From an optimization exercise on the open Yosys and OpenROAD flow, aimed at small area; shortcuts taken in it are not production practice.
At most, simulation tests tie the RTL to the original design; equivalence was not proved.
No functional check of the RTL was part of run 1.
No activity file was given, so power comes from the tool's default toggle rates.

==> flow/design.v <==
module divider(
    input CP,
    input _CR,
    output en_1Hz,
    output en_1KHz,
    output en_10Hz,
    output reg early,
    output init
    );
    reg [7:0] c;     
    reg [4:0] a;     
    reg [1:0] b;     
    wire c_199 = c[7] & c[6] & c[2] & c[1] & c[0];
    wire c_99  = c[6] & c[5] & ~c[4] & ~c[3] & ~c[2] & c[1] & c[0];
    wire c_101 = c[6] & c[5] & ~c[4] & ~c[3] & c[2] & ~c[1] & c[0];
    assign en_1KHz = ~c[1] & c[0];
    assign en_10Hz = c_99 & b[0];
    assign en_1Hz  = c_199 & a[3] & ~a[2] & ~a[1] & a[0];
    assign init    = early & ~b[0] & (c[7:1] == 7'd0);
    always @(posedge CP or negedge _CR) begin
        if (~_CR) begin
            c <= 0;
            a <= 0;
            b <= 0;
            early <= 1'b1;
        end else begin
            if (c_199) begin
                c <= 0;
                a <= (a[4] & a[1] & a[0]) ? 5'd0 : a + 5'd1;
                b <= b[1] ? 2'd0 : b + 2'd1;
            end else begin
                c <= c + 8'd1;
            end
            if (c_101 & b[0]) early <= 1'b0;
        end
    end
endmodule
module counter_sec(
    input CP,
    input _CR,
    input count,             
    input PE,                
    input [4:0] pre_st,
    input [3:0] pre_su,
    output reg [4:0] st,
    output reg [3:0] su,
    output tick_min          
    );
    wire is59  = (st == 5'd5) & (su == 4'd9);
    wire is255 = (st == 5'd25) & (su == 4'd5);
    assign tick_min = count & is59;
    always @(posedge CP, negedge _CR) begin
        if (~_CR) begin
            st <= 0;
            su <= 0;
        end else if (PE) begin
            st <= pre_st;
            su <= pre_su;
        end else if (count) begin
            if (is59 | is255) begin
                st <= 0;
                su <= 0;
            end else if (su == 4'd9) begin
                st <= st + 5'd1;
                su <= 0;
            end else begin
                su <= su + 4'd1;
            end
        end
    end
endmodule
module counter_min(
    input CP,
    input _CR,
    input tick_min,          
    input PE,
    input [2:0] pre_mt,
    input [3:0] pre_mu,
    output reg cin_min,
    output reg [2:0] mt,
    output reg [3:0] mu,
    output tick_hour         
    );
    wire is59 = (mt == 3'd5) & (mu == 4'd9);
    assign tick_hour = tick_min & is59;
    always @(posedge CP, negedge _CR) begin
        if (~_CR) begin
            mt <= 0;
            mu <= 0;
            cin_min <= 0;
        end else if (PE) begin
            mt <= pre_mt;
            mu <= pre_mu;
            cin_min <= 0;
        end else if (tick_min) begin
            cin_min <= is59;
            if (is59) begin
                mt <= 0;
                mu <= 0;
            end else if (mu == 4'd9) begin
                mt <= mt + 3'd1;
                mu <= 0;
            end else begin
                mu <= mu + 4'd1;
            end
        end
    end
endmodule
module counter_hour(
    input CP,
    input _CR,
    input tick_hour,         
    input PE,
    input [4:0] pre_ht,
    input [3:0] pre_hu,
    output reg [4:0] ht,
    output reg [3:0] hu
    );
    wire is23  = (ht == 5'd2) & (hu == 4'd3);
    wire is255 = (ht == 5'd25) & (hu == 4'd5);
    always @(posedge CP, negedge _CR) begin
        if (~_CR) begin
            ht <= 0;
            hu <= 0;
        end else if (PE) begin
            ht <= pre_ht;
            hu <= pre_hu;
        end else if (tick_hour) begin
            if (is23 | is255) begin
                ht <= 0;
                hu <= 0;
            end else if (hu == 4'd9) begin
                ht <= ht + 5'd1;
                hu <= 0;
            end else begin
                hu <= hu + 4'd1;
            end
        end
    end
endmodule
module alarm(
    input CP,
    input _CR,
    input PE,                
    input en_10Hz,
    input adjust,
    input [1:0] pre_h1,      
    input [3:0] pre_h0,
    input [2:0] pre_m1,
    input [3:0] pre_m0,
    input active_alarm,
    input [4:0] ht,
    input [3:0] hu,
    input [2:0] mt,
    input [3:0] mu,
    input [4:0] st,
    input [3:0] su,
    output start_light_alarm,
    output reg [1:0] ah1,
    output reg [3:0] ah0,
    output reg [2:0] am1,
    output reg [3:0] am0
    );
    reg pending;
    wire hold = en_10Hz & ~adjust;
    always @(posedge CP, negedge _CR) begin
        if (~_CR) begin
            ah1 <= 0;
            ah0 <= 0;
            am1 <= 0;
            am0 <= 0;
            pending <= 0;
        end else begin
            if ((PE & ~hold) | (en_10Hz & pending)) begin
                ah1 <= pre_h1;
                ah0 <= pre_h0;
                am1 <= pre_m1;
                am0 <= pre_m0;
            end
            if (en_10Hz) pending <= PE & ~adjust;
        end
    end
    wire [1:0] eh1 = pending ? pre_h1 : ah1;
    wire [3:0] eh0 = pending ? pre_h0 : ah0;
    wire [2:0] em1 = pending ? pre_m1 : am1;
    wire [3:0] em0 = pending ? pre_m0 : am0;
    assign start_light_alarm = ~PE & active_alarm &
        (ht == {3'b000, eh1}) & (hu == eh0) & (mt == em1) & (mu == em0) &
        (st == 5'd0) & (su == 4'd0);
endmodule
module select_control(
    input _CR,
    input mode,
    input CP,
    input en_10Hz,
    input adjust,
    input [4:0] ht,          
    input [3:0] hu,
    input [2:0] mt,
    input [3:0] mu,
    input [4:0] st,
    input [3:0] su,
    input [1:0] ah1,         
    input [3:0] ah0,
    input [2:0] am1,
    input [3:0] am0,
    input left,
    input right,
    input up,
    input down,
    input apply,
    input time_mode,
    output [31:0] disp,      
    output [1:0] set_h1,     
    output [3:0] set_h0,
    output [2:0] set_m1,
    output [3:0] set_m0,
    output set_bell,         
    output [2:0] set_s1,
    output [3:0] set_s0,
    output set_p,            
    output reg [2:0] index,
    output reg PE
    );
    localparam SA = 4'd10, SP = 4'd11, SB = 4'd12, SE = 4'd13, SL = 4'd14, SX = 4'd15;
    reg [3:0] th1, th0;      
    reg [2:0] tm1;           
    reg [3:0] tm0;           
    reg [3:0] ts1, ts0;      
    reg [1:0] tap;           
    reg [1:0] sap;           
    reg lmode, ltm, ladj;    
    wire naa = lmode & ~ladj;    
    wire [1:0] ch1 = (th1 == 4'd1) ? 2'd1 : (th1 == 4'd2) ? 2'd2 : 2'd0;
    wire [3:0] ch0 = (th0 > 4'd9) ? 4'd0 : th0;
    wire [2:0] cs1 = (ts1 > 4'd5) ? 3'd0 : ts1[2:0];
    wire [3:0] cs0 = (ts0 > 4'd9) ? 4'd0 : ts0;
    assign set_h1 = ch1;
    assign set_h0 = ch0;
    assign set_m1 = tm1;
    assign set_m0 = tm0;
    assign set_bell = lmode;
    assign set_s1 = cs1;
    assign set_s0 = cs0;
    assign set_p = sap[1];
    wire [1:0] g_h1 = naa ? ah1 : ch1;
    wire [3:0] g_h0 = naa ? ah0 : ch0;
    wire [2:0] g_m1 = naa ? am1 : tm1;
    wire [3:0] g_m0 = naa ? am0 : tm0;
    assign disp[31:28] = {2'b00, g_h1};
    assign disp[27:24] = g_h0;
    assign disp[23:20] = {1'b0, g_m1};
    assign disp[19:16] = g_m0;
    assign disp[15:12] = lmode ? SB : {1'b0, cs1};
    assign disp[11:8]  = lmode ? SE : cs0;
    assign disp[7:4]   = lmode ? SL : SX;
    assign disp[3:0]   = lmode ? SL : ltm ? SX : (sap == 2'd1) ? SA : SP;
    reg [3:0] b10;
    always @(*) begin
        case (ht)
            5'd0, 5'd6, 5'd12, 5'd18, 5'd24: b10 = 4'd0;
            5'd1, 5'd7, 5'd13, 5'd19, 5'd25: b10 = 4'd10;
            5'd2, 5'd8, 5'd14, 5'd20:        b10 = 4'd8;
            5'd3, 5'd9, 5'd15, 5'd21:        b10 = 4'd6;
            5'd4, 5'd10, 5'd16, 5'd22:       b10 = 4'd4;
            default:                         b10 = 4'd2;
        endcase
    end
    wire [4:0] rs = b10 + hu;
    wire [3:0] r12 = (rs >= 5'd12) ? rs - 5'd12 : rs[3:0];
    wire h_is0  = (ht == 5'd0) & (hu == 4'd0);
    wire h_is12 = (ht == 5'd1) & (hu == 4'd2);
    wire h_gt12 = (ht > 5'd1) | ((ht == 5'd1) & (hu > 4'd2));
    wire mt24 = mode | time_mode;
    reg [3:0] x, lim;
    always @(*) begin
        case (index)
            3'd0: begin x = th1; lim = (th0 < 4'd4) ? 4'd2 : 4'd1; end
            3'd1: begin x = th0; lim = (mt24 ? (th1 == 4'd2) : (th1 == 4'd1)) ? (mt24 ? 4'd3 : 4'd2) : 4'd9; end
            3'd2: begin x = {1'b0, tm1}; lim = 4'd5; end
            3'd3: begin x = tm0; lim = 4'd9; end
            3'd4: begin x = ts1; lim = 4'd5; end
            default: begin x = ts0; lim = 4'd9; end
        endcase
    end
    wire [3:0] step = up ? ((x == lim) ? 4'd0 : x + 4'd1)
                         : ((x == 4'd0) ? lim : x - 4'd1);
    wire [3:0] h1_12 = ((th0 > 4'd2) | (th1 == 4'd1)) ? 4'd0 : 4'd1;
    wire edit = adjust & ~left & ~right & (up | down);
    wire e_h1 = edit & (index == 3'd0);
    wire e_h0 = edit & (index == 3'd1);
    wire e_m1 = edit & (index == 3'd2);
    wire e_m0 = edit & (index == 3'd3);
    wire e_s1 = edit & (index == 3'd4) & ~mode;
    wire e_s0 = edit & (index == 3'd5) & ~mode;
    wire e_ap = edit & (index == 3'd7);
    reg [3:0] n_th1, n_th0, n_ts1, n_ts0, n_tm0;
    reg [2:0] n_tm1, n_index;
    reg [1:0] n_tap, n_sap;
    always @(*) begin
        n_th1 = th1; n_th0 = th0; n_tm1 = tm1; n_tm0 = tm0;
        n_ts1 = ts1; n_ts0 = ts0; n_tap = tap; n_sap = sap;
        n_index = index;
        if (adjust) begin
            if (left) begin
                case (index)
                    3'd0: n_index = mode ? 3'd4 : time_mode ? 3'd5 : 3'd7;
                    3'd1: n_index = 3'd0;
                    3'd2: n_index = 3'd1;
                    3'd3: n_index = 3'd2;
                    3'd4: n_index = 3'd3;
                    3'd5: n_index = 3'd4;
                    3'd7: n_index = 3'd5;
                    default: n_index = 3'd0;
                endcase
            end else if (right) begin
                case (index)
                    3'd0: n_index = 3'd1;
                    3'd1: n_index = 3'd2;
                    3'd2: n_index = 3'd3;
                    3'd3: n_index = mode ? 3'd0 : 3'd4;
                    3'd4: n_index = 3'd5;
                    3'd5: n_index = time_mode ? 3'd0 : 3'd7;
                    3'd7: n_index = 3'd0;
                    default: n_index = 3'd0;
                endcase
            end
            if (e_h1) n_th1 = mt24 ? step : h1_12;
            if (e_h0) n_th0 = step;
            if (e_m1) n_tm1 = step[2:0];
            if (e_m0) n_tm0 = step;
            if (e_s1) n_ts1 = step;
            if (e_s0) n_ts0 = step;
            if (e_ap) n_tap = (tap == 2'd1) ? 2'd2 : 2'd1;
            if (mode) n_sap = 2'd0;
            else if (~time_mode) n_sap = n_tap;
        end else begin
            n_index = 3'd0;
            if (mode) begin
                n_th1 = {2'b00, g_h1};
                n_th0 = g_h0;
                n_tm1 = g_m1;
                n_tm0 = g_m0;
                n_ts1 = lmode ? SB : {1'b0, cs1};
                n_ts0 = lmode ? SE : cs0;
                n_tap = sap;
                n_sap = 2'd0;
            end else begin
                if (time_mode) begin
                    n_th1 = (ht > 5'd2) ? 4'd0 : {2'b00, ht[1:0]};
                    n_th0 = hu;
                    n_sap = 2'd0;
                end else if (h_is12 | h_is0) begin
                    n_th1 = 4'd1;
                    n_th0 = 4'd2;
                    n_sap = h_is12 ? 2'd2 : 2'd1;
                end else begin
                    n_th1 = (r12 >= 4'd10) ? 4'd1 : 4'd0;
                    n_th0 = (r12 >= 4'd10) ? r12 - 4'd10 : r12;
                    n_sap = h_gt12 ? 2'd2 : 2'd1;
                end
                n_tm1 = mt;
                n_tm0 = mu;
                n_ts1 = (st > 5'd5) ? 4'd0 : {1'b0, st[2:0]};
                n_ts0 = su;
                n_tap = n_sap;
            end
        end
    end
    always @(posedge CP, negedge _CR) begin
        if (~_CR) begin
            PE <= 0;
            index <= 0;
            th1 <= 0; th0 <= 0; tm1 <= 0; tm0 <= 0; ts1 <= 0; ts0 <= 0;
            tap <= 0; sap <= 0;
            lmode <= 0; ltm <= 0; ladj <= 0;
        end else if (en_10Hz) begin
            PE <= adjust & apply;
            index <= n_index;
            th1 <= n_th1; th0 <= n_th0; tm1 <= n_tm1; tm0 <= n_tm0;
            ts1 <= n_ts1; ts0 <= n_ts0;
            tap <= n_tap; sap <= n_sap;
            lmode <= mode; ltm <= time_mode; ladj <= adjust;
        end
    end
endmodule
module splitter(
    input time_mode,
    input mode,
    input PE,
    input [1:0] set_h1,
    input [3:0] set_h0,
    input [2:0] set_m1,
    input [3:0] set_m0,
    input set_bell,
    input [2:0] set_s1,
    input [3:0] set_s0,
    input set_p,
    output reg [4:0] pre_st,
    output reg [3:0] pre_su,
    output [2:0] pre_mt,
    output [3:0] pre_mu,
    output reg [4:0] pre_ht,
    output reg [3:0] pre_hu,
    output PE_alarm,
    output PE_counter
    );
    assign PE_alarm = PE & mode;
    assign PE_counter = PE & ~mode;
    assign pre_mt = set_m1;
    assign pre_mu = set_m0;
    always @(*) begin
        if (set_bell) begin
            pre_st = 5'd13;
            pre_su = 4'd3;
        end else begin
            pre_st = {2'b00, set_s1};
            pre_su = set_s0;
        end
        if (time_mode | ~set_p) begin
            if (~time_mode & (set_h1 == 2'd1) & (set_h0 == 4'd2)) begin
                pre_ht = 5'd0;       
                pre_hu = 4'd0;
            end else begin
                pre_ht = {3'b000, set_h1};
                pre_hu = set_h0;
            end
        end else begin
            if ((set_h1 == 2'd1) & (set_h0 == 4'd2)) begin
                pre_ht = 5'd1;       
                pre_hu = 4'd2;
            end else if (set_h0 > 4'd7) begin
                pre_ht = set_h1 + 5'd2;
                pre_hu = set_h0 - 4'd8;
            end else begin
                pre_ht = set_h1 + 5'd1;
                pre_hu = set_h0 + 4'd2;
            end
        end
    end
endmodule
module decoder(
    input _CR,
    input [31:0] disp,
    input [2:0] index,
    input adjust,
    input CP,
    input en_1KHz,
    input early,
    input init,
    output [7:0] select_light,
    output [7:0] display_char
    );
    reg [3:0] cnt_normal;
    reg [8:0] cnt_adjust;
    reg twinkle;
    reg [3:0] code;
    wire [8:0] ca_inc = cnt_adjust + 9'd1;
    wire ca_wrap = ca_inc == 9'd500;
    wire n_twinkle = adjust ? twinkle ^ ca_wrap : 1'b0;
    wire [3:0] cn_inc = (cnt_normal == 4'd7) ? 4'd0 : cnt_normal + 4'd1;
    wire [3:0] n_cnt = cn_inc + {3'b000, (cn_inc == {1'b0, index}) & n_twinkle};
    reg [3:0] n_code;
    always @(*) begin
        case (n_cnt)
            4'd0: n_code = disp[31:28];
            4'd1: n_code = disp[27:24];
            4'd2: n_code = disp[23:20];
            4'd3: n_code = disp[19:16];
            4'd4: n_code = disp[15:12];
            4'd5: n_code = disp[11:8];
            4'd6: n_code = disp[7:4];
            4'd7: n_code = disp[3:0];
            default: n_code = 4'd15;
        endcase
    end
    always @(posedge CP, negedge _CR) begin
        if (~_CR) begin
            cnt_normal <= 0;
            cnt_adjust <= 0;
            twinkle <= 0;
        end else if (en_1KHz) begin
            if (adjust) cnt_adjust <= ca_wrap ? 9'd0 : ca_inc;
            twinkle <= n_twinkle;
            cnt_normal <= n_cnt;
        end
    end
    always @(posedge CP) begin
        if (en_1KHz) code <= n_code;
    end
    assign select_light = (init | cnt_normal[3]) ? 8'hff : ~(8'h80 >> cnt_normal[2:0]);
    reg [7:0] seg;
    always @(*) begin
        case (code)
            4'd0:  seg = 8'b11000000;
            4'd1:  seg = 8'b11111001;
            4'd2:  seg = 8'b10100100;
            4'd3:  seg = 8'b10110000;
            4'd4:  seg = 8'b10011001;
            4'd5:  seg = 8'b10010010;
            4'd6:  seg = 8'b10000010;
            4'd7:  seg = 8'b11111000;
            4'd8:  seg = 8'b10000000;
            4'd9:  seg = 8'b10010000;
            4'd10: seg = 8'b10001000;
            4'd11: seg = 8'b10001100;
            4'd12: seg = 8'b10000011;
            4'd13: seg = 8'b10000110;
            4'd14: seg = 8'b11000111;
            default: seg = 8'b11111111;
        endcase
    end
    assign display_char = early ? ((~init & (cnt_normal[3:2] == 2'b00)) ? 8'h00 : 8'hff) : seg;
endmodule
module reminder(
    input _CR,
    input CP,
    input en_1Hz,
    input start_light_hour,
    input start_light_alarm,
    input [4:0] st,
    input [3:0] su,
    input [4:0] ht,
    input [3:0] hu,
    input active_alarm,
    output [15:0] start_light    
);
    reg [4:0] ct;
    reg [3:0] cu;
    reg lit1;
    reg [4:0] alarm_cnt;
    reg [13:0] pattern;
    wire sec0  = (st == 5'd0) & (su == 4'd0);
    wire hour0 = (ht == 5'd0) & (hu == 4'd0);
    wire cnt0  = (ct == 5'd0) & (cu == 4'd0);
    always @(posedge CP, negedge _CR) begin
        if (~_CR) begin
            ct <= 0;
            cu <= 0;
            lit1 <= 0;
            alarm_cnt <= 0;
        end else if (en_1Hz) begin
            if (((start_light_hour & sec0) | ~cnt0) & ~hour0) begin
                if ((ct == ht) & (cu == hu)) begin
                    ct <= 0; cu <= 0; lit1 <= 0;
                end else begin
                    lit1 <= cu[0];
                    if ((ct == 5'd25) & (cu == 4'd5)) begin
                        ct <= 0; cu <= 0;
                    end else if (cu == 4'd9) begin
                        ct <= ct + 5'd1; cu <= 0;
                    end else begin
                        cu <= cu + 4'd1;
                    end
                end
            end else begin
                ct <= 0; cu <= 0; lit1 <= 0;
            end
            if (active_alarm & (start_light_alarm | (alarm_cnt != 0)))
                alarm_cnt <= alarm_cnt + 5'd1;
            else
                alarm_cnt <= 0;
        end
    end
    always @(*) begin
        case (alarm_cnt)
            5'd1:  pattern = 14'b10000000000001;
            5'd2:  pattern = 14'b11000000000011;
            5'd3:  pattern = 14'b11100000000111;
            5'd4:  pattern = 14'b11110000001111;
            5'd5:  pattern = 14'b11111000011111;
            5'd6:  pattern = 14'b11111100111111;
            5'd7:  pattern = 14'b11111111111111;
            5'd8:  pattern = 14'b10111111111101;
            5'd9:  pattern = 14'b10011111111001;
            5'd10: pattern = 14'b10001111110001;
            5'd11: pattern = 14'b10001111000001;
            5'd12: pattern = 14'b10000110000001;
            5'd13: pattern = 14'b11001100110011;
            5'd14: pattern = 14'b00110011001100;
            5'd15: pattern = 14'b01010101010101;
            5'd16: pattern = 14'b10101010101010;
            5'd17: pattern = 14'b00000011111100;
            5'd18: pattern = 14'b11111100000011;
            5'd19: pattern = 14'b10101001111101;
            5'd20: pattern = 14'b01010110000010;
            5'd21: pattern = 14'b00001111110000;
            5'd22: pattern = 14'b11110000001111;
            5'd23: pattern = 14'b11000011100001;
            5'd24: pattern = 14'b01100110011000;
            5'd25: pattern = 14'b10011001100111;
            5'd26: pattern = 14'b00011110000011;
            5'd27: pattern = 14'b11100001111100;
            5'd28: pattern = 14'b01010111101010;
            5'd29: pattern = 14'b10101000010101;
            5'd30: pattern = 14'b01111100000111;
            5'd31: pattern = 14'b11111111111111;
            default: pattern = 14'b0;
        endcase
    end
    assign start_light = {pattern, lit1, cu[0]};
endmodule
module clock(
    input CP,                    
    input _CR,                   
    input mode,                  
    input adjust,                
    input time_mode,             
    input active_alarm,          
    input left,                  
    input right,                 
    input up,                    
    input down,                  
    input apply,                 
    output [15:0] start_light,   
    output [7:0] select_light,   
    output [7:0] display_char    
    );
    wire en_1Hz, en_1KHz, en_10Hz;       
    wire early, init;                    
    wire PE, PE_alarm, PE_counter;       
    wire cin_min;                        
    wire tick_min, tick_hour;            
    wire [2:0] index;                    
    wire [4:0] ht, st;
    wire [3:0] hu, mu, su;
    wire [2:0] mt;
    wire [1:0] ah1;
    wire [3:0] ah0, am0;
    wire [2:0] am1;
    wire [1:0] set_h1;
    wire [3:0] set_h0, set_m0, set_s0;
    wire [2:0] set_m1, set_s1;
    wire set_bell, set_p;
    wire [4:0] pre_ht, pre_st;
    wire [3:0] pre_hu, pre_mu, pre_su;
    wire [2:0] pre_mt;
    wire [31:0] disp;
    wire start_light_alarm;
    divider divider_u0(
        ._CR(_CR),
        .CP(CP),
        .en_1Hz(en_1Hz),
        .en_1KHz(en_1KHz),
        .en_10Hz(en_10Hz),
        .early(early),
        .init(init)
    );
    counter_sec counter_sec_u0(
        .CP(CP),
        ._CR(_CR),
        .count(en_1Hz & ~PE_counter & (~adjust | mode)),
        .PE(PE_counter),
        .pre_st(pre_st),
        .pre_su(pre_su),
        .st(st),
        .su(su),
        .tick_min(tick_min)
    );
    counter_min counter_min_u0(
        .CP(CP),
        ._CR(_CR),
        .tick_min(tick_min),
        .PE(PE_counter),
        .pre_mt(pre_mt),
        .pre_mu(pre_mu),
        .cin_min(cin_min),
        .mt(mt),
        .mu(mu),
        .tick_hour(tick_hour)
    );
    counter_hour counter_hour_u0(
        .CP(CP),
        ._CR(_CR),
        .tick_hour(tick_hour),
        .PE(PE_counter),
        .pre_ht(pre_ht),
        .pre_hu(pre_hu),
        .ht(ht),
        .hu(hu)
    );
    alarm alarm_u0(
        .CP(CP),
        ._CR(_CR),
        .PE(PE_alarm),
        .en_10Hz(en_10Hz),
        .adjust(adjust),
        .pre_h1(set_h1),
        .pre_h0(set_h0),
        .pre_m1(set_m1),
        .pre_m0(set_m0),
        .active_alarm(active_alarm),
        .ht(ht), .hu(hu), .mt(mt), .mu(mu), .st(st), .su(su),
        .start_light_alarm(start_light_alarm),
        .ah1(ah1), .ah0(ah0), .am1(am1), .am0(am0)
    );
    select_control select_control_u0(
        ._CR(_CR),
        .mode(mode),
        .CP(CP),
        .en_10Hz(en_10Hz),
        .adjust(adjust),
        .ht(ht), .hu(hu), .mt(mt), .mu(mu), .st(st), .su(su),
        .ah1(ah1), .ah0(ah0), .am1(am1), .am0(am0),
        .left(left),
        .right(right),
        .up(up),
        .down(down),
        .apply(apply),
        .time_mode(time_mode),
        .disp(disp),
        .set_h1(set_h1), .set_h0(set_h0), .set_m1(set_m1), .set_m0(set_m0),
        .set_bell(set_bell), .set_s1(set_s1), .set_s0(set_s0), .set_p(set_p),
        .index(index),
        .PE(PE)
    );
    splitter splitter_u0(
        .time_mode(time_mode),
        .mode(mode),
        .PE(PE),
        .set_h1(set_h1), .set_h0(set_h0), .set_m1(set_m1), .set_m0(set_m0),
        .set_bell(set_bell), .set_s1(set_s1), .set_s0(set_s0), .set_p(set_p),
        .pre_st(pre_st), .pre_su(pre_su),
        .pre_mt(pre_mt), .pre_mu(pre_mu),
        .pre_ht(pre_ht), .pre_hu(pre_hu),
        .PE_alarm(PE_alarm),
        .PE_counter(PE_counter)
    );
    decoder decoder_u0(
        ._CR(_CR),
        .disp(disp),
        .index(index),
        .adjust(adjust),
        .CP(CP),
        .en_1KHz(en_1KHz),
        .early(early),
        .init(init),
        .select_light(select_light),
        .display_char(display_char)
    );
    reminder reminder_u0(
        ._CR(_CR),
        .CP(CP),
        .en_1Hz(en_1Hz),
        .start_light_hour(cin_min),
        .start_light_alarm(start_light_alarm),
        .st(st), .su(su),
        .ht(ht), .hu(hu),
        .active_alarm(active_alarm),
        .start_light(start_light)
    );
endmodule
==> flow/run.sh <==
#!/bin/bash
# synth_recipe.tcl (not shown) runs the flow's synth.tcl, then flattens the netlist and writes it again
# the make line also repeats each setting of config.mk as NAME=value (left out here)
make -C /OpenROAD-flow-scripts/flow DESIGN_CONFIG=/design/flow/config.mk WORK_HOME=/design/flow/orfs CLKGATE_MAP_FILE= SYNTH_SCRIPT=/design/flow/synth_recipe.tcl finish
==> flow/config.mk <==
export PLATFORM = sky130hd
export DESIGN_NAME = clock
export DESIGN_NICKNAME = clock
export VERILOG_FILES = /design/flow/design.v
export SDC_FILE = /design/flow/constraint.sdc
export NUM_CORES = 4
export LEC_CHECK = 0
export CAP_MARGIN = 20
export CORE_MARGIN = 2
export CORE_UTILIZATION = 40
export CTS_BUF_LIST = sky130_fd_sc_hd__clkbuf_2 sky130_fd_sc_hd__clkbuf_4 sky130_fd_sc_hd__clkbuf_8
export CTS_CLUSTER_DIAMETER = 200
export CTS_CLUSTER_SIZE = 40
export SLEW_MARGIN = 20
==> flow/constraint.sdc <==
create_clock -name core_clock -period 10.0 [get_ports {CP}]
set_input_delay 2.0000 -clock core_clock [delete_from_list [all_inputs] [get_ports {CP}]]
set_output_delay 2.0000 -clock core_clock [all_outputs]
set_load 0.01 [all_outputs]
==> impl_metrics.json, run 1 <==
{
  "drv_cap": 0,
  "total_power_mw": 1.892,
  "die_w_um": 166.1,
  "period_minus_slack_ns": 5.922,
  "placed_cells": 1603,
  "finalSetupTns_ns": 0,
  "synthAdderAreaFrac": 0.06980,
  "synth.top_cell.area_share": 0.2811,
  "grt_pass1_wl_mm": 48.55,
  "p_sw_mw": 0.7742,
  "synth_xor_area_frac": 0.03752,
  "grt_util_met3": 0.03670,
  "rsz0062_at_grt": "false",
  "final_area_sq_um": 11490,
  "synthFlopType": "dfrtp_1",
  "relSlewSlack": 0.3083,
  "hp-class": "flop to flop",
  "pwr-share-seq": 0.336,
  "drive_gt1_frac": 0.07763,
  "worst_pin_slew_ns": 1.009,
  "fin_cells": 1636,
  "critical_path_required_ns": 10.37,
  "post-route-period-util": 0.5922,
  "placement.io_buffers": 42,
  "run_status": "no timing/DRC/antenna violations",
  "root_buffer": "clkbuf_8",
  "fin_skew_ns": 0.01115,
  "synth_cell_types": 94,
  "busiest_layer": "met2",
  "first_iter_violations": 999,
  "power_switching_share": 0.4093,
  "seq_area_frac_synth": 0.3084,
  "met2_usage": 0.3329,
  "drtAntennaViolNets": 0,
  "start_kind": "primary input",
  "cts_max_path_buffers": 2,
  "rrSetupSlack_ns": 5.06,
  "cts_buffers": 17,
  "power.leakage_nw": 4.796,
  "grt_usage": 0.2147,
  "die_h_um": 166.1,
  "place_congestion": 0.8970,
  "powerDensity_nw_per_um2": 164.7,
  "antennaDiodeCount": 0,
  "placementRows": 59,
  "synth_compound_area_frac": 0.2425,
  "antenna_found_initial": 0,
  "clock-sinks": 130,
  "viasPerCell": 5.919,
  "area_growth_pct": 9.351,
  "synth_top_family_by_area": "compound AO/OA/AOI/OAI gates",
  "wire_per_inst_um": 18.05,
  "grt_pass1_vias": 9036,
  "reg2reg_from": "decoder_u0.cnt_normal[0]",
  "ys_ff_latch": 130,
  "ff2ff_path_depth": 14,
  "h-tree-depth": 4,
  "crit_type": "primary input to flop",
  "ir_drop_mv": 0.1016,
  "min_from": "reminder_u0.lit1",
  "drc": 0,
  "syn_avg_cell_area_sq_um": 8.130,
  "crit_fanout": 36,
  "hpwl_mm": 21.23,
  "combPwrFrac": 0.431,
  "syn_area_sq_um": 10500,
  "die_area_sq_um": 27570,
  "tritoncts": "yes",
  "syn_inst": 1292,
  "clock_latency_ns": 0.46,
  "muxShareOfSynthArea": 0.06897,
  "cp.arrival_ns": 6.29,
  "final-max-slew-violation-count": 0,
  "synth_top_cells_by_area": "dfrtp_1 (28%), ha_1 (6.8%), o21ai_0 (5.4%)",
  "crit_path_end_kind": "flop",
  "hold_buffers": 0,
  "finalCoreUtilization": 0.4433,
  "synth_edf_count": 4,
  "rr_endpoint": "decoder_u0.seg[6]",
  "hold_depth": 2,
  "grt_max_degree": 70,
  "core_region_area_sq_um": 25910,
  "yosys.area_share.simple": 0.2199,
  "cts_resized": 0,
  "intPower_mw": 1.117,
  "holdPathEnd": "reminder_u0.lit1",
  "num_vias": 9684,
  "synth_warnings": 9,
  "fmaxAchievable_ghz": 0.1689,
  "post_cts_buffers": 0,
  "nNetsFinal": 1357,
  "synth_fp_nets": 1361,
  "ios": 43,
  "yosys.area.top_type": "dfrtp_1",
  "clk_pin_slew_worst_paths_ns": 0.08,
  "postPlaceCellArea_sq_um": 11100,
  "grtUsageMet1": 0.3070,
  "initial_core_util": 0.4054,
  "setup_violations": 0,
  "finalHoldViolations": 0,
  "grt_overflow": 0,
  "p_clk_frac": 0.232,
  "wirelength_mm": 29.53,
  "async_flop_share": 0.9154,
  "drt_first_pass_iters": 5
}
-- cell usage after synthesis, types with 7 or more instances --
master / count
nor2b_1: 21
clkbuf_1: 58
a21o_1: 9
o21a_1: 13
and3_1: 16
nand3b_1: 7
nor2_1: 109
mux2i_1: 36
o211ai_1: 24
nand4_1: 15
nand3_1: 44
a21oi_1: 73
nor4_1: 12
o21ai_0: 113
a22oi_1: 7
o22ai_1: 8
inv_1: 54
nand2b_1: 19
xor2_1: 14
xnor2_1: 31
or3_1: 12
nor3_1: 24
nor4b_1: 7
and2_1: 11
a211oi_1: 12
mux2_2: 21
o21ai_1: 9
dfrtp_1: 118
nand2_1: 137
dfxtp_1: 7
o31ai_1: 16
ha_1: 57
a31oi_1: 34
-- layer usage --
layer,vias up,wire length [um]
li1,4722,-
met1,4632,14040
met2,291,13300
met3,39,1650
met4,0,533
met5,-,0
-- metrics by stage --
stage	hold slack, ns	worst slack [ns]
2_1_floorplan	0.4400	5.054
3_3_place_gp	0.4577	3.826
3_5_place_dp	0.4635	3.679
4_1_cts	0.4816	4.168
5_1_grt	0.5013	3.758
6_report	0.4722	4.078
-- kinds of logic after synthesis --
group | after synthesis
and+or+nand+nor | 465
AOI/OAI and AO/OA | 394
buffers and inverters | 137
DFF | 130
muxes | 63
adders and majority gates | 58
xor gates and xnor gates | 45
-- cells in the final DEF (no fill, tap or decap), types with 7 or more instances in the layout --
master / netlist / routed
o21ai_1: 9 / 9
nor2_1: 109 / 109
xor2_1: 14 / 14
dfxtp_1: 7 / 7
and3_1: 16 / 16
nor2b_1: 21 / 20
clkbuf_8: 0 / 18
nand4_1: 15 / 15
dfrtp_1: 118 / 118
a22oi_1: 7 / 7
mux2_2: 21 / 21
or3_1: 12 / 12
o22ai_1: 8 / 8
nor3_1: 24 / 23
mux2i_1: 36 / 36
nor4_1: 12 / 12
o31ai_1: 16 / 16
ha_1: 57 / 57
a211oi_1: 12 / 12
a21o_1: 9 / 9
nand3b_1: 7 / 7
and2_1: 11 / 11
nand3_1: 44 / 44
o21a_1: 13 / 13
o211ai_1: 24 / 24
xnor2_1: 31 / 31
clkdlybuf4s50_1: 0 / 40
o21ai_0: 113 / 113
buf_4: 5 / 12
a21oi_1: 73 / 73
nand2_1: 137 / 137
nand2b_1: 19 / 19
a31oi_1: 34 / 34
inv_1: 54 / 54
-- worst max path at each step --
stage | start | end | slack, ns | depth (start not counted)
6_report | adjust | decoder_u0.seg[6] | 4.08 | 13
5_1_grt | adjust | decoder_u0.seg[6] | 3.76 | 13
4_1_cts | adjust | decoder_u0.seg[6] | 4.17 | 13
3_5_place_dp | adjust | decoder_u0.seg[6] | 3.68 | 13
3_3_place_gp | adjust | decoder_u0.seg[6] | 3.83 | 13
2_1_floorplan | adjust | decoder_u0.seg[3] | 5.05 | 16
-- cell type report --
| cell class | count | area, sq um |
|---|---|---|
| well taps | 335 | 419.2 |
| inverters | 60 | 225.2 |
| clock buffers | 18 | 247.7 |
| repair buffers | 54 | 503.0 |
| flip-flops and latches | 130 | 3239 |
| clock inverters | 14 | 128.9 |
| fillers | 2552 | 14430 |
| multi-input cells | 1025 | 6723 |
-- registers in the layout, indices dropped and copies added (netlist names), 5 cells and up --
name	flops
decoder_u0.cnt_adjust	9
divider_u0.c	8
decoder_u0.seg	7
counter_hour_u0.ht	5
counter_sec_u0.st	5
divider_u0.a	5
reminder_u0.alarm_cnt	5
reminder_u0.ct	5
-- critical path, cell delays in order --
cell and delay (ns):
clkdlybuf4s50_1 0.45, buf_4 0.36, a21bo_2 0.30, nor4_1 0.33, ha_1 0.26, xor2_1 0.45, nor2_1 0.13, nor4b_1 0.18
a221oi_1 0.33, o311ai_1 0.21, mux2i_1 0.83, mux2i_1 0.20, a221oi_2 0.25
-- power groups by stage --
stage / Combinational [mW] / Clock [mW] / Sequential (mW)
2_1_floorplan: 0.645 / 0 / 0.619
5_1_grt: 0.919 / 0.473 / 0.644
3_5_place_dp: 0.802 / 0 / 0.645
3_3_place_gp: 0.789 / 0 / 0.645
6_report: 0.816 / 0.440 / 0.636
4_1_cts: 0.807 / 0.453 / 0.635
==> run 2, diff against run 1 <==
--- a/flow/design.v
+++ b/flow/design.v
@@ -271,29 +271,6 @@
     wire h_is0  = (ht == 5'd0) & (hu == 4'd0);
     wire h_is12 = (ht == 5'd1) & (hu == 4'd2);
     wire h_gt12 = (ht > 5'd1) | ((ht == 5'd1) & (hu > 4'd2));
-    wire mt24 = mode | time_mode;
-    reg [3:0] x, lim;
-    always @(*) begin
-        case (index)
-            3'd0: begin x = th1; lim = (th0 < 4'd4) ? 4'd2 : 4'd1; end
-            3'd1: begin x = th0; lim = (mt24 ? (th1 == 4'd2) : (th1 == 4'd1)) ? (mt24 ? 4'd3 : 4'd2) : 4'd9; end
-            3'd2: begin x = {1'b0, tm1}; lim = 4'd5; end
-            3'd3: begin x = tm0; lim = 4'd9; end
-            3'd4: begin x = ts1; lim = 4'd5; end
-            default: begin x = ts0; lim = 4'd9; end
-        endcase
-    end
-    wire [3:0] step = up ? ((x == lim) ? 4'd0 : x + 4'd1)
-                         : ((x == 4'd0) ? lim : x - 4'd1);
-    wire [3:0] h1_12 = ((th0 > 4'd2) | (th1 == 4'd1)) ? 4'd0 : 4'd1;
-    wire edit = adjust & ~left & ~right & (up | down);
-    wire e_h1 = edit & (index == 3'd0);
-    wire e_h0 = edit & (index == 3'd1);
-    wire e_m1 = edit & (index == 3'd2);
-    wire e_m0 = edit & (index == 3'd3);
-    wire e_s1 = edit & (index == 3'd4) & ~mode;
-    wire e_s0 = edit & (index == 3'd5) & ~mode;
-    wire e_ap = edit & (index == 3'd7);
     reg [3:0] n_th1, n_th0, n_ts1, n_ts0, n_tm0;
     reg [2:0] n_tm1, n_index;
     reg [1:0] n_tap, n_sap;
@@ -324,14 +301,53 @@
                     3'd7: n_index = 3'd0;
                     default: n_index = 3'd0;
                 endcase
+            end else if (up) begin
+                case (index)
+                    3'd0: if (mode | time_mode) begin
+                              if (th0 < 4'd4) n_th1 = (th1 == 4'd2) ? 4'd0 : th1 + 4'd1;
+                              else            n_th1 = (th1 == 4'd1) ? 4'd0 : th1 + 4'd1;
+                          end else begin
+                              if (th0 > 4'd2) n_th1 = 4'd0;
+                              else            n_th1 = (th1 == 4'd1) ? 4'd0 : 4'd1;
+                          end
+                    3'd1: if (mode | time_mode) begin
+                              if (th1 == 4'd2) n_th0 = (th0 == 4'd3) ? 4'd0 : th0 + 4'd1;
+                              else             n_th0 = (th0 == 4'd9) ? 4'd0 : th0 + 4'd1;
+                          end else begin
+                              if (th1 == 4'd1) n_th0 = (th0 == 4'd2) ? 4'd0 : th0 + 4'd1;
+                              else             n_th0 = (th0 == 4'd9) ? 4'd0 : th0 + 4'd1;
+                          end
+                    3'd2: n_tm1 = (tm1 == 3'd5) ? 3'd0 : tm1 + 3'd1;
+                    3'd3: n_tm0 = (tm0 == 4'd9) ? 4'd0 : tm0 + 4'd1;
+                    3'd4: if (~mode) n_ts1 = (ts1 == 4'd5) ? 4'd0 : ts1 + 4'd1;
+                    3'd5: if (~mode) n_ts0 = (ts0 == 4'd9) ? 4'd0 : ts0 + 4'd1;
+                    3'd7: n_tap = (tap == 2'd1) ? 2'd2 : 2'd1;
+                    default: ;
+                endcase
+            end else if (down) begin
+                case (index)
+                    3'd0: if (mode | time_mode) begin
+                              if (th0 < 4'd4) n_th1 = (th1 == 4'd0) ? 4'd2 : th1 - 4'd1;
+                              else            n_th1 = (th1 == 4'd0) ? 4'd1 : th1 - 4'd1;
+                          end else begin
+                              if (th0 > 4'd2) n_th1 = 4'd0;
+                              else            n_th1 = (th1 == 4'd1) ? 4'd0 : 4'd1;
+                          end
+                    3'd1: if (mode | time_mode) begin
+                              if (th1 == 4'd2) n_th0 = (th0 == 4'd0) ? 4'd3 : th0 - 4'd1;
+                              else             n_th0 = (th0 == 4'd0) ? 4'd9 : th0 - 4'd1;
+                          end else begin
+                              if (th1 == 4'd1) n_th0 = (th0 == 4'd0) ? 4'd2 : th0 - 4'd1;
+                              else             n_th0 = (th0 == 4'd0) ? 4'd9 : th0 - 4'd1;
+                          end
+                    3'd2: n_tm1 = (tm1 == 3'd0) ? 3'd5 : tm1 - 3'd1;
+                    3'd3: n_tm0 = (tm0 == 4'd0) ? 4'd9 : tm0 - 4'd1;
+                    3'd4: if (~mode) n_ts1 = (ts1 == 4'd0) ? 4'd5 : ts1 - 4'd1;
+                    3'd5: if (~mode) n_ts0 = (ts0 == 4'd0) ? 4'd9 : ts0 - 4'd1;
+                    3'd7: n_tap = (tap == 2'd1) ? 2'd2 : 2'd1;
+                    default: ;
+                endcase
             end
-            if (e_h1) n_th1 = mt24 ? step : h1_12;
-            if (e_h0) n_th0 = step;
-            if (e_m1) n_tm1 = step[2:0];
-            if (e_m0) n_tm0 = step;
-            if (e_s1) n_ts1 = step;
-            if (e_s0) n_ts0 = step;
-            if (e_ap) n_tap = (tap == 2'd1) ? 2'd2 : 2'd1;
             if (mode) n_sap = 2'd0;
             else if (~time_mode) n_sap = n_tap;
         end else begin
==> flow/config.mk (replaced) <==
export PLATFORM = sky130hd
export DESIGN_NAME = clock
export DESIGN_NICKNAME = clock
export VERILOG_FILES = /design/flow/design.v
export SDC_FILE = /design/flow/constraint.sdc
export NUM_CORES = 4
export LEC_CHECK = 0
export CAP_MARGIN = 20
export CORE_MARGIN = 2
export CORE_UTILIZATION = 40
export SLEW_MARGIN = 20
==> run 2 against run 1 <==
Clock skew fell by 0.0040 ns. Final cell count rose by 1.5%. Final area rose by 3.2%. Combinational power fell by 59%. Largest power group is now clock. Sequential share of layout area fell by 0.88 points. Largest cell class unchanged. Sequential power fell by 2%.
==> impl_metrics.json, run 2 <==
{
  "synthFlopType": "dfrtp_1",
  "crit_fanout": 32,
  "area_growth_pct": 10.64,
  "pwr-share-seq": 0.378,
  "crit_type": "flop to primary output",
  "num_vias": 9754,
  "clk_pin_slew_worst_paths_ns": 0.06,
  "start_kind": "flop",
  "period_minus_slack_ns": 5.284,
  "fmaxAchievable_ghz": 0.1893,
  "final_area_sq_um": 11860,
  "synth_fp_nets": 1414,
  "synthTopCellsByCount": "nand2_1 (150), o21ai_0 (130), dfrtp_1 (118)",
  "placed_cells": 1629,
  "postPlaceCellArea_sq_um": 11220,
  "worst_pin_slew_ns": 0.9079,
  "relSlewSlack": 0.3862,
  "yosys.area.top_type": "dfrtp_1",
  "clock-sinks": 130,
  "grt_overflow": 0,
  "cp.arrival_ns": 3.28,
  "synth.top_cell.area_share": 0.2755,
  "seqCellArea_sq_um": 3239,
  "top_register": "decoder_u0.cnt_adjust",
  "grt_pass1_vias": 8987,
  "hp-class": "flop to flop",
  "synth_edf_count": 4,
  "wirelength_mm": 28.44,
  "async_flop_share": 0.9154,
  "placement.io_buffers": 42,
  "rrSetupSlack_ns": 5.10,
  "cts_resized": 0,
  "die_w_um": 167.7,
  "largest_reg_flops": 9,
  "run_status": "no timing/DRC/antenna violations",
  "syn_inst": 1339,
  "tritoncts": "yes",
  "cts_max_path_buffers": 2,
  "yosysMostFrequentCell": "nand2_1",
  "met3WireLength_mm": 1.028,
  "antennaDiodeCount": 0,
  "p_sw_mw": 0.5220,
  "multi_input_area_sq_um": 6804,
  "grt_pass1_wl_mm": 46.78,
  "wire_per_inst_um": 17.12,
  "clock_latency_ns": 0.43,
  "finalHoldViolations": 0,
  "cts_buffers": 17,
  "ios": 43,
  "initial_core_util": 0.4089,
  "fin_skew_ns": 0.007124,
  "h-tree-depth": 4,
  "grt_usage": 0.2033,
  "nNetsFinal": 1388,
  "fillers": 2533,
  "slowest_stage": "dfrtp_1",
  "met2_length_mm": 13.14,
  "antenna_found_initial": 0,
  "die_area_sq_um": 28120,
  "power.leakage_nw": 4.937,
  "post-route-period-util": 0.5284,
  "root_buffer": "clkbuf_16",
  "viasPerCell": 5.872,
  "finalCoreUtilization": 0.4524,
  "total_power_mw": 1.644,
  "synth_warnings": 9,
  "top_layer": "met4",
  "power_switching_share": 0.3175,
  "powerDensity_nw_per_um2": 138.7,
  "fin_ws_ns": 4.716,
  "whs_ns": 0.4787,
  "intPower_mw": 1.122,
  "drive_gt1_frac": 0.06787,
  "final-max-slew-violation-count": 0,
  "rsz0062_at_grt": "false",
  "layout.cells.most_common_list": "nand2_1 (150), o21ai_0 (130), dfrtp_1 (118)",
  "critical_path_required_ns": 8.00,
  "syn_area_sq_um": 10720,
  "slowest_delay_ns": 0.93,
  "placementRows": 59,
  "wl_met1_mm": 13.77,
  "finalSetupTns_ns": 0,
  "setup_violations": 0,
  "fin_cells": 1661,
  "ir_drop_mv": 0.1260,
  "drv_cap": 0,
  "drt_first_pass_iters": 7,
  "final_common_cell": "nand2_1",
  "crit_chain": "clkinv_1 -> ha_1 -> nor2b_1 -> a31oi_1 -> nor2_1 -> a21oi_1 -> clkdlybuf4s50_1",
  "post_cts_buffers": 0,
  "hold_buffers": 0,
  "hpwl_mm": 20.11,
  "place_congestion": 0.8574,
  "die_h_um": 167.7,
  "first_iter_violations": 769,
  "seq_area_frac_synth": 0.3023,
  "synth_cell_types": 83,
  "drc": 0,
  "synth_top_cells_by_area": "dfrtp_1 (28%), ha_1 (7.4%), o21ai_0 (6.1%)",
  "place_ws_ns": 4.738,
  "grt_max_degree": 66,
  "core_region_area_sq_um": 26210,
  "crit_path_end_kind": "primary output",
  "p_clk_frac": 0.420,
  "ys_ff_latch": 130,
  "drtAntennaViolNets": 0,
  "syn_avg_cell_area_sq_um": 8.003,
  "combPwrFrac": 0.202
}
[run 2: cell types whose count changed in the layout (fill, tap and decap cells not counted), sizes merged, moves of 7 or more]
cell,previous run,this run
nor2,110,103
inv,63,78
a211oi,13,22
o22ai,8,17
o21ai,123,130
and3,16,9
o211ai,24,13
nand2,137,150
[run 2: path summary, 6_finish.rpt]
path	start	to	cells after the start
worst max-delay path	reminder_u0.alarm_cnt[2]	start_light[4]	7
worst min-delay path	divider_u0.b[1]	divider_u0.b[1]	2
worst max register to register	decoder_u0.cnt_adjust[0]	decoder_u0.seg[4]	14
worst min register to register	divider_u0.b[1]	divider_u0.b[1]	2
max in group asynchronous	_CR	select_control_u0.index[0]	2
min in group asynchronous	_CR	divider_u0.a[4]	1
[run 2: cells by family after synthesis]
kind of cell             Yosys count  share of synthesized area
adder cells (fa/ha/maj)           64                    0.07542
XOR/XNOR                          47                    0.03841
AO/OA/AOI/OAI                    424                     0.2546
multiplexers                      66                    0.06795
flip-flops                       130                     0.3023
buffers and inverters            169                    0.06281
AND/OR/NAND/NOR                  439                     0.1985
[run 2: area by class of cell]
cell class,count,area share
multi-input cells,1040,0.5739
flip-flops and latches,130,0.2732
repair buffers,51,0.04052
clock buffers,19,0.03736
well taps,335,0.03535
inverters,73,0.02311
clock inverters,13,0.01657
[run 2: critical path, delay by kind of cell, from the launching register on]
family | cells | cell delay (ns)
fa+ha+maj | 1 | 0.32
flops | 1 | 0.93
simple gates | 2 | 0.19
compound gates | 2 | 0.32
buf+inv | 2 | 1.08
[run 2: power groups by stage]
stage / Clock, mW / Sequential [mW] / Combinational [mW]
after floorplan: 0 / 0.595 / 0.270
after global placement: 0 / 0.629 / 0.325
after detailed placement: 0 / 0.629 / 0.329
after CTS: 0.700 / 0.620 / 0.331
after global routing: 0.719 / 0.628 / 0.377
final: 0.691 / 0.621 / 0.333
[run 2: routing by layer]
| layer | up-vias | track usage |
|---|---|---|
| met4 | 0 | 0.06389 |
| met5 | - | 0 |
| li1 | 4805 | - |
| met1 | 4711 | 0.2769 |
| met3 | 38 | 0.02954 |
| met2 | 200 | 0.3341 |
==> run 3, diff against run 2 <==
--- a/flow/design.v
+++ b/flow/design.v
@@ -271,6 +271,29 @@
     wire h_is0  = (ht == 5'd0) & (hu == 4'd0);
     wire h_is12 = (ht == 5'd1) & (hu == 4'd2);
     wire h_gt12 = (ht > 5'd1) | ((ht == 5'd1) & (hu > 4'd2));
+    wire mt24 = mode | time_mode;
+    reg [3:0] x, lim;
+    always @(*) begin
+        case (index)
+            3'd0: begin x = th1; lim = (th0 < 4'd4) ? 4'd2 : 4'd1; end
+            3'd1: begin x = th0; lim = (mt24 ? (th1 == 4'd2) : (th1 == 4'd1)) ? (mt24 ? 4'd3 : 4'd2) : 4'd9; end
+            3'd2: begin x = {1'b0, tm1}; lim = 4'd5; end
+            3'd3: begin x = tm0; lim = 4'd9; end
+            3'd4: begin x = ts1; lim = 4'd5; end
+            default: begin x = ts0; lim = 4'd9; end
+        endcase
+    end
+    wire [3:0] step = up ? ((x == lim) ? 4'd0 : x + 4'd1)
+                         : ((x == 4'd0) ? lim : x - 4'd1);
+    wire [3:0] h1_12 = ((th0 > 4'd2) | (th1 == 4'd1)) ? 4'd0 : 4'd1;
+    wire edit = adjust & ~left & ~right & (up | down);
+    wire e_h1 = edit & (index == 3'd0);
+    wire e_h0 = edit & (index == 3'd1);
+    wire e_m1 = edit & (index == 3'd2);
+    wire e_m0 = edit & (index == 3'd3);
+    wire e_s1 = edit & (index == 3'd4) & ~mode;
+    wire e_s0 = edit & (index == 3'd5) & ~mode;
+    wire e_ap = edit & (index == 3'd7);
     reg [3:0] n_th1, n_th0, n_ts1, n_ts0, n_tm0;
     reg [2:0] n_tm1, n_index;
     reg [1:0] n_tap, n_sap;
@@ -301,53 +324,14 @@
                     3'd7: n_index = 3'd0;
                     default: n_index = 3'd0;
                 endcase
-            end else if (up) begin
-                case (index)
-                    3'd0: if (mode | time_mode) begin
-                              if (th0 < 4'd4) n_th1 = (th1 == 4'd2) ? 4'd0 : th1 + 4'd1;
-                              else            n_th1 = (th1 == 4'd1) ? 4'd0 : th1 + 4'd1;
-                          end else begin
-                              if (th0 > 4'd2) n_th1 = 4'd0;
-                              else            n_th1 = (th1 == 4'd1) ? 4'd0 : 4'd1;
-                          end
-                    3'd1: if (mode | time_mode) begin
-                              if (th1 == 4'd2) n_th0 = (th0 == 4'd3) ? 4'd0 : th0 + 4'd1;
-                              else             n_th0 = (th0 == 4'd9) ? 4'd0 : th0 + 4'd1;
-                          end else begin
-                              if (th1 == 4'd1) n_th0 = (th0 == 4'd2) ? 4'd0 : th0 + 4'd1;
-                              else             n_th0 = (th0 == 4'd9) ? 4'd0 : th0 + 4'd1;
-                          end
-                    3'd2: n_tm1 = (tm1 == 3'd5) ? 3'd0 : tm1 + 3'd1;
-                    3'd3: n_tm0 = (tm0 == 4'd9) ? 4'd0 : tm0 + 4'd1;
-                    3'd4: if (~mode) n_ts1 = (ts1 == 4'd5) ? 4'd0 : ts1 + 4'd1;
-                    3'd5: if (~mode) n_ts0 = (ts0 == 4'd9) ? 4'd0 : ts0 + 4'd1;
-                    3'd7: n_tap = (tap == 2'd1) ? 2'd2 : 2'd1;
-                    default: ;
-                endcase
-            end else if (down) begin
-                case (index)
-                    3'd0: if (mode | time_mode) begin
-                              if (th0 < 4'd4) n_th1 = (th1 == 4'd0) ? 4'd2 : th1 - 4'd1;
-                              else            n_th1 = (th1 == 4'd0) ? 4'd1 : th1 - 4'd1;
-                          end else begin
-                              if (th0 > 4'd2) n_th1 = 4'd0;
-                              else            n_th1 = (th1 == 4'd1) ? 4'd0 : 4'd1;
-                          end
-                    3'd1: if (mode | time_mode) begin
-                              if (th1 == 4'd2) n_th0 = (th0 == 4'd0) ? 4'd3 : th0 - 4'd1;
-                              else             n_th0 = (th0 == 4'd0) ? 4'd9 : th0 - 4'd1;
-                          end else begin
-                              if (th1 == 4'd1) n_th0 = (th0 == 4'd0) ? 4'd2 : th0 - 4'd1;
-                              else             n_th0 = (th0 == 4'd0) ? 4'd9 : th0 - 4'd1;
-                          end
-                    3'd2: n_tm1 = (tm1 == 3'd0) ? 3'd5 : tm1 - 3'd1;
-                    3'd3: n_tm0 = (tm0 == 4'd0) ? 4'd9 : tm0 - 4'd1;
-                    3'd4: if (~mode) n_ts1 = (ts1 == 4'd0) ? 4'd5 : ts1 - 4'd1;
-                    3'd5: if (~mode) n_ts0 = (ts0 == 4'd0) ? 4'd9 : ts0 - 4'd1;
-                    3'd7: n_tap = (tap == 2'd1) ? 2'd2 : 2'd1;
-                    default: ;
-                endcase
             end
+            if (e_h1) n_th1 = mt24 ? step : h1_12;
+            if (e_h0) n_th0 = step;
+            if (e_m1) n_tm1 = step[2:0];
+            if (e_m0) n_tm0 = step;
+            if (e_s1) n_ts1 = step;
+            if (e_s0) n_ts0 = step;
+            if (e_ap) n_tap = (tap == 2'd1) ? 2'd2 : 2'd1;
             if (mode) n_sap = 2'd0;
             else if (~time_mode) n_sap = n_tap;
         end else begin
@@ -505,27 +489,12 @@
         if (en_1KHz) code <= n_code;
     end
     assign select_light = (init | cnt_normal[3]) ? 8'hff : ~(8'h80 >> cnt_normal[2:0]);
-    reg [7:0] seg;
-    always @(*) begin
-        case (code)
-            4'd0:  seg = 8'b11000000;
-            4'd1:  seg = 8'b11111001;
-            4'd2:  seg = 8'b10100100;
-            4'd3:  seg = 8'b10110000;
-            4'd4:  seg = 8'b10011001;
-            4'd5:  seg = 8'b10010010;
-            4'd6:  seg = 8'b10000010;
-            4'd7:  seg = 8'b11111000;
-            4'd8:  seg = 8'b10000000;
-            4'd9:  seg = 8'b10010000;
-            4'd10: seg = 8'b10001000;
-            4'd11: seg = 8'b10001100;
-            4'd12: seg = 8'b10000011;
-            4'd13: seg = 8'b10000110;
-            4'd14: seg = 8'b11000111;
-            default: seg = 8'b11111111;
-        endcase
-    end
+    localparam [127:0] SEGS = {
+        8'b11111111, 8'b11000111, 8'b10000110, 8'b10000011,    
+        8'b10001100, 8'b10001000, 8'b10010000, 8'b10000000,    
+        8'b11111000, 8'b10000010, 8'b10010010, 8'b10011001,    
+        8'b10110000, 8'b10100100, 8'b11111001, 8'b11000000};   
+    wire [7:0] seg = SEGS[{code, 3'b000} +: 8];
     assign display_char = early ? ((~init & (cnt_normal[3:2] == 2'b00)) ? 8'h00 : 8'hff) : seg;
 endmodule
 module reminder(
@@ -545,7 +514,6 @@
     reg [3:0] cu;
     reg lit1;
     reg [4:0] alarm_cnt;
-    reg [13:0] pattern;
     wire sec0  = (st == 5'd0) & (su == 4'd0);
     wire hour0 = (ht == 5'd0) & (hu == 4'd0);
     wire cnt0  = (ct == 5'd0) & (cu == 4'd0);
@@ -578,42 +546,16 @@
                 alarm_cnt <= 0;
         end
     end
-    always @(*) begin
-        case (alarm_cnt)
-            5'd1:  pattern = 14'b10000000000001;
-            5'd2:  pattern = 14'b11000000000011;
-            5'd3:  pattern = 14'b11100000000111;
-            5'd4:  pattern = 14'b11110000001111;
-            5'd5:  pattern = 14'b11111000011111;
-            5'd6:  pattern = 14'b11111100111111;
-            5'd7:  pattern = 14'b11111111111111;
-            5'd8:  pattern = 14'b10111111111101;
-            5'd9:  pattern = 14'b10011111111001;
-            5'd10: pattern = 14'b10001111110001;
-            5'd11: pattern = 14'b10001111000001;
-            5'd12: pattern = 14'b10000110000001;
-            5'd13: pattern = 14'b11001100110011;
-            5'd14: pattern = 14'b00110011001100;
-            5'd15: pattern = 14'b01010101010101;
-            5'd16: pattern = 14'b10101010101010;
-            5'd17: pattern = 14'b00000011111100;
-            5'd18: pattern = 14'b11111100000011;
-            5'd19: pattern = 14'b10101001111101;
-            5'd20: pattern = 14'b01010110000010;
-            5'd21: pattern = 14'b00001111110000;
-            5'd22: pattern = 14'b11110000001111;
-            5'd23: pattern = 14'b11000011100001;
-            5'd24: pattern = 14'b01100110011000;
-            5'd25: pattern = 14'b10011001100111;
-            5'd26: pattern = 14'b00011110000011;
-            5'd27: pattern = 14'b11100001111100;
-            5'd28: pattern = 14'b01010111101010;
-            5'd29: pattern = 14'b10101000010101;
-            5'd30: pattern = 14'b01111100000111;
-            5'd31: pattern = 14'b11111111111111;
-            default: pattern = 14'b0;
-        endcase
-    end
+    localparam [447:0] PATS = {
+        14'b11111111111111, 14'b01111100000111, 14'b10101000010101, 14'b01010111101010,
+        14'b11100001111100, 14'b00011110000011, 14'b10011001100111, 14'b01100110011000,
+        14'b11000011100001, 14'b11110000001111, 14'b00001111110000, 14'b01010110000010,
+        14'b10101001111101, 14'b11111100000011, 14'b00000011111100, 14'b10101010101010,
+        14'b01010101010101, 14'b00110011001100, 14'b11001100110011, 14'b10000110000001,
+        14'b10001111000001, 14'b10001111110001, 14'b10011111111001, 14'b10111111111101,
+        14'b11111111111111, 14'b11111100111111, 14'b11111000011111, 14'b11110000001111,
+        14'b11100000000111, 14'b11000000000011, 14'b10000000000001, 14'b00000000000000};
+    wire [13:0] pattern = PATS[alarm_cnt * 14 +: 14];
     assign start_light = {pattern, lit1, cu[0]};
 endmodule
 module clock(
--- a/flow/config.mk
+++ b/flow/config.mk
@@ -5,7 +5,11 @@
 export SDC_FILE = /design/flow/constraint.sdc
 export NUM_CORES = 4
 export LEC_CHECK = 0
+export ABC_AREA = 1
 export CAP_MARGIN = 20
 export CORE_MARGIN = 2
 export CORE_UTILIZATION = 40
+export CTS_BUF_LIST = sky130_fd_sc_hd__clkbuf_4 sky130_fd_sc_hd__clkbuf_8
+export CTS_CLUSTER_DIAMETER = 50
+export CTS_CLUSTER_SIZE = 20
 export SLEW_MARGIN = 20
==> run 3 against run 2 <==
Clock power decreased by 34%. Clock skew increased by 0.0096 ns. Sequential cell count is 7 lower. Routed wire length down 2.2%. Via count down 1.1%. Worst setup slack got worse by 0.054 ns. Final cell count is 9.0% higher. Final area down 7.6%. Register-to-register slack improved by 1.4 ns. Synthesized cell count is 8.5% higher. Core utilization down 0.18 points. Largest cell class unchanged.
==> impl_metrics.json, run 3 <==
{
  "power_switching_share": 0.4002,
  "area_growth_pct": 10.38,
  "drive_gt1_frac": 0.05245,
  "clock-sinks": 123,
  "placement.io_buffers": 42,
  "h-tree-depth": 4,
  "ir_drop_mv": 0.07032,
  "wirelength_mm": 27.81,
  "ios": 43,
  "synth_edf_count": 4,
  "combPwrFrac": 0.356,
  "synth_top_cells_by_area": "dfrtp_1 (30%), nand2_1 (11%), o21ai_0 (7.4%)",
  "crit_type": "flop to primary output",
  "synth_warnings": 9,
  "critPathLaunch": "reminder_u0.alarm_cnt[3]",
  "ff2ff_path_depth": 21,
  "tritoncts": "yes",
  "run_status": "no timing/DRC/antenna violations",
  "ys_ff_latch": 123,
  "intPower_mw": 0.9905,
  "p_clk_frac": 0.277,
  "syn_avg_cell_area_sq_um": 6.833,
  "postPlaceCellArea_sq_um": 10560,
  "place_congestion": 0.9171,
  "clock_latency_ns": 0.45,
  "final-max-slew-violation-count": 0,
  "crit_path_end_kind": "primary output",
  "drtAntennaViolNets": 0,
  "grt_pass1_vias": 9055,
  "top_register": "decoder_u0.cnt_adjust",
  "post-route-period-util": 0.5338,
  "worst_pin_slew_ns": 0.9665,
  "top_layer": "met4",
  "critical_path_required_ns": 8.00,
  "drv_cap": 0,
  "wl_met1_mm": 13.12,
  "wire_per_inst_um": 15.36,
  "syn_area_sq_um": 9928,
  "grt_overflow": 0,
  "grt_pass1_wl_mm": 46.27,
  "final_common_cell": "nand2_1",
  "synthTopCellsByCount": "nand2_1 (294), inv_1 (195), nor2_1 (161)",
  "grt_usage": 0.2185,
  "powerDensity_nw_per_um2": 150.7,
  "placed_cells": 1779,
  "pwr-share-seq": 0.367,
  "rrSetupSlack_ns": 6.47,
  "drc": 0,
  "fin_skew_ns": 0.01668,
  "antennaDiodeCount": 0,
  "seq_area_frac_synth": 0.3122,
  "synth.top_cell.area_share": 0.2974,
  "syn_inst": 1453,
  "largest_reg_flops": 9,
  "hold_buffers": 0,
  "power.leakage_nw": 5.268,
  "finalHoldViolations": 0,
  "root_buffer": "clkbuf_8",
  "die_area_sq_um": 26100,
  "final_area_sq_um": 10960,
  "yosys.area.top_type": "dfrtp_1",
  "cts_resized": 0,
  "placementRows": 57,
  "nNetsFinal": 1544,
  "fin_ws_ns": 4.662,
  "place_ws_ns": 5.054,
  "initial_core_util": 0.4082,
  "fin_cells": 1811,
  "relSlewSlack": 0.3557,
  "met3WireLength_mm": 1.441,
  "rsz0062_at_grt": "false",
  "hpwl_mm": 21.41,
  "fmaxAchievable_ghz": 0.1873,
  "p_sw_mw": 0.6610,
  "antenna_found_initial": 0,
  "crit_fanout": 22,
  "clk_pin_slew_worst_paths_ns": 0.08,
  "synthFlopType": "dfrtp_1",
  "async_flop_share": 0.9675,
  "finalSetupTns_ns": 0,
  "endpoint": "start_light[2]",
  "die_h_um": 161.5,
  "die_w_um": 161.5,
  "post_cts_buffers": 0,
  "layout.cells.most_common_list": "nand2_1 (294), inv_1 (195), nor2_1 (161)",
  "yosysMostFrequentCell": "nand2_1",
  "rr_endpoint": "decoder_u0.code[3]",
  "met2_length_mm": 12.60,
  "synth_fp_nets": 1523,
  "core_region_area_sq_um": 24320,
  "num_vias": 9649,
  "setup_violations": 0,
  "cp.arrival_ns": 3.34,
  "synth_cell_types": 62,
  "cts_buffers": 17,
  "grt_max_degree": 70,
  "period_minus_slack_ns": 5.338,
  "reg2reg_from": "decoder_u0.cnt_adjust[0]",
  "start_kind": "flop",
  "drt_first_pass_iters": 5,
  "hp-class": "flop to flop",
  "viasPerCell": 5.328,
  "cts_max_path_buffers": 2,
  "first_iter_violations": 883
}
==> run 3: cell types whose count changed in the layout (fill, tap and decap cells not counted), moves of 26 or more <==
| cell | change |
|---|---|
| inv_1 | +123 |
| mux2_2 | -26 |
| mux2i_1 | -36 |
| nand2_1 | +144 |
| nand3_1 | +73 |
| nor2_1 | +58 |
==> run 3: worst min path at each step <==
stage / from / endpoint / cells after the start
after detailed placement: select_control_u0.ltm / select_control_u0.ltm / 2
after CTS: select_control_u0.ltm / select_control_u0.ltm / 2
after global placement: select_control_u0.ltm / select_control_u0.ltm / 2
final: select_control_u0.ltm / select_control_u0.ltm / 2
after global routing: select_control_u0.ltm / select_control_u0.ltm / 2
after floorplan: counter_min_u0.cin_min / counter_min_u0.cin_min / 2
==> run 3: per-stage QoR <==
step           hold slack, ns  power (mW)    util
2_1_floorplan          0.4520       1.042       -
3_3_place_gp           0.4683       1.196  0.4341
3_5_place_dp           0.4793       1.202  0.4341
4_1_cts                0.4997       1.661  0.4506
5_1_grt                0.5302       1.782  0.4506
6_report               0.4939       1.652  0.4506
==> run 3: cell type report <==
class | count | area [sq um]
clock buffers | 18 | 241.5
clock inverters | 14 | 160.2
fillers | 2513 | 13360
inverters | 207 | 779.5
multi-input cells | 1080 | 5833
flip-flops and latches | 123 | 3099
well taps | 324 | 405.4
repair buffers | 45 | 440.4
==> run 3: kinds of logic (layout without fill, tap and decap cells) <==
family | Yosys count | count (layout) | synth area share
AOI/OAI and AO/OA | 320 | 320 | 0.1858
xor gates and xnor gates | 43 | 43 | 0.03869
buffers and inverters | 250 | 284 | 0.1003
DFF | 123 | 123 | 0.3122
and+or+nand+nor | 658 | 658 | 0.2880
adders and majority gates | 59 | 59 | 0.07511
==> run 3: power by group through the flow <==
| stage | clock [mW] | sequential, mW | combinational, mW |
|---|---|---|---|
| after floorplan | 0 | 0.592 | 0.450 |
| after global placement | 0 | 0.615 | 0.580 |
| after detailed placement | 0 | 0.615 | 0.587 |
| after CTS | 0.466 | 0.605 | 0.590 |
| after global routing | 0.490 | 0.613 | 0.679 |
| final | 0.457 | 0.606 | 0.588 |
==> run 3: metal layers <==
metal / track usage / up-vias
met3: 0.02773 / 44
met5: 0 / -
li1: - / 4887
met1: 0.3082 / 4461
met4: 0.06899 / 0
met2: 0.3491 / 257
==> run 3: critical path, stage by stage, from the launching register on <==
cell and delay (ns):
dfrtp_1 0.74, clkinv_1 0.57, o21ai_0 0.54, o21ai_0 0.23, o21ai_0 0.13, a21oi_1 0.09
inv_1 0.07, clkdlybuf4s50_1 0.52

## afterwards: timing with drivers on the ports
How much do the figures lean on ideal ports? The routed layouts below were timed once more, with nothing changed but the port constraints.
Step 1 assumes that a clkbuf_16 drives the clock port and a buf_2 every other input.
Step 2 moves the port delays by t, midway between the first and last clock arrival at a register: inputs arrive t later, outputs are due t later. That takes back most of the time a late clock gives input paths.
Slacks: no drivers / after step 1 / after step 2; pairs: no drivers / after step 1.
| run | t, ns | slack for setup (ns) | pins driven straight from the clock port |
|---|---|---|---|
| run 1 | 0.496 | 4.078 / 4.096 / 3.600 | 1 |
| run 2 | 0.471 | 4.716 / 4.669 / 4.747 | 1 |
| run 3 | 0.483 | 4.662 / 4.624 / 5.037 | 1 |
After both steps every run listed still meets setup and hold. For run 1, which loses most, drivers alone change the setup slack by +0.018 ns; drivers and shift together by -0.478 ns.
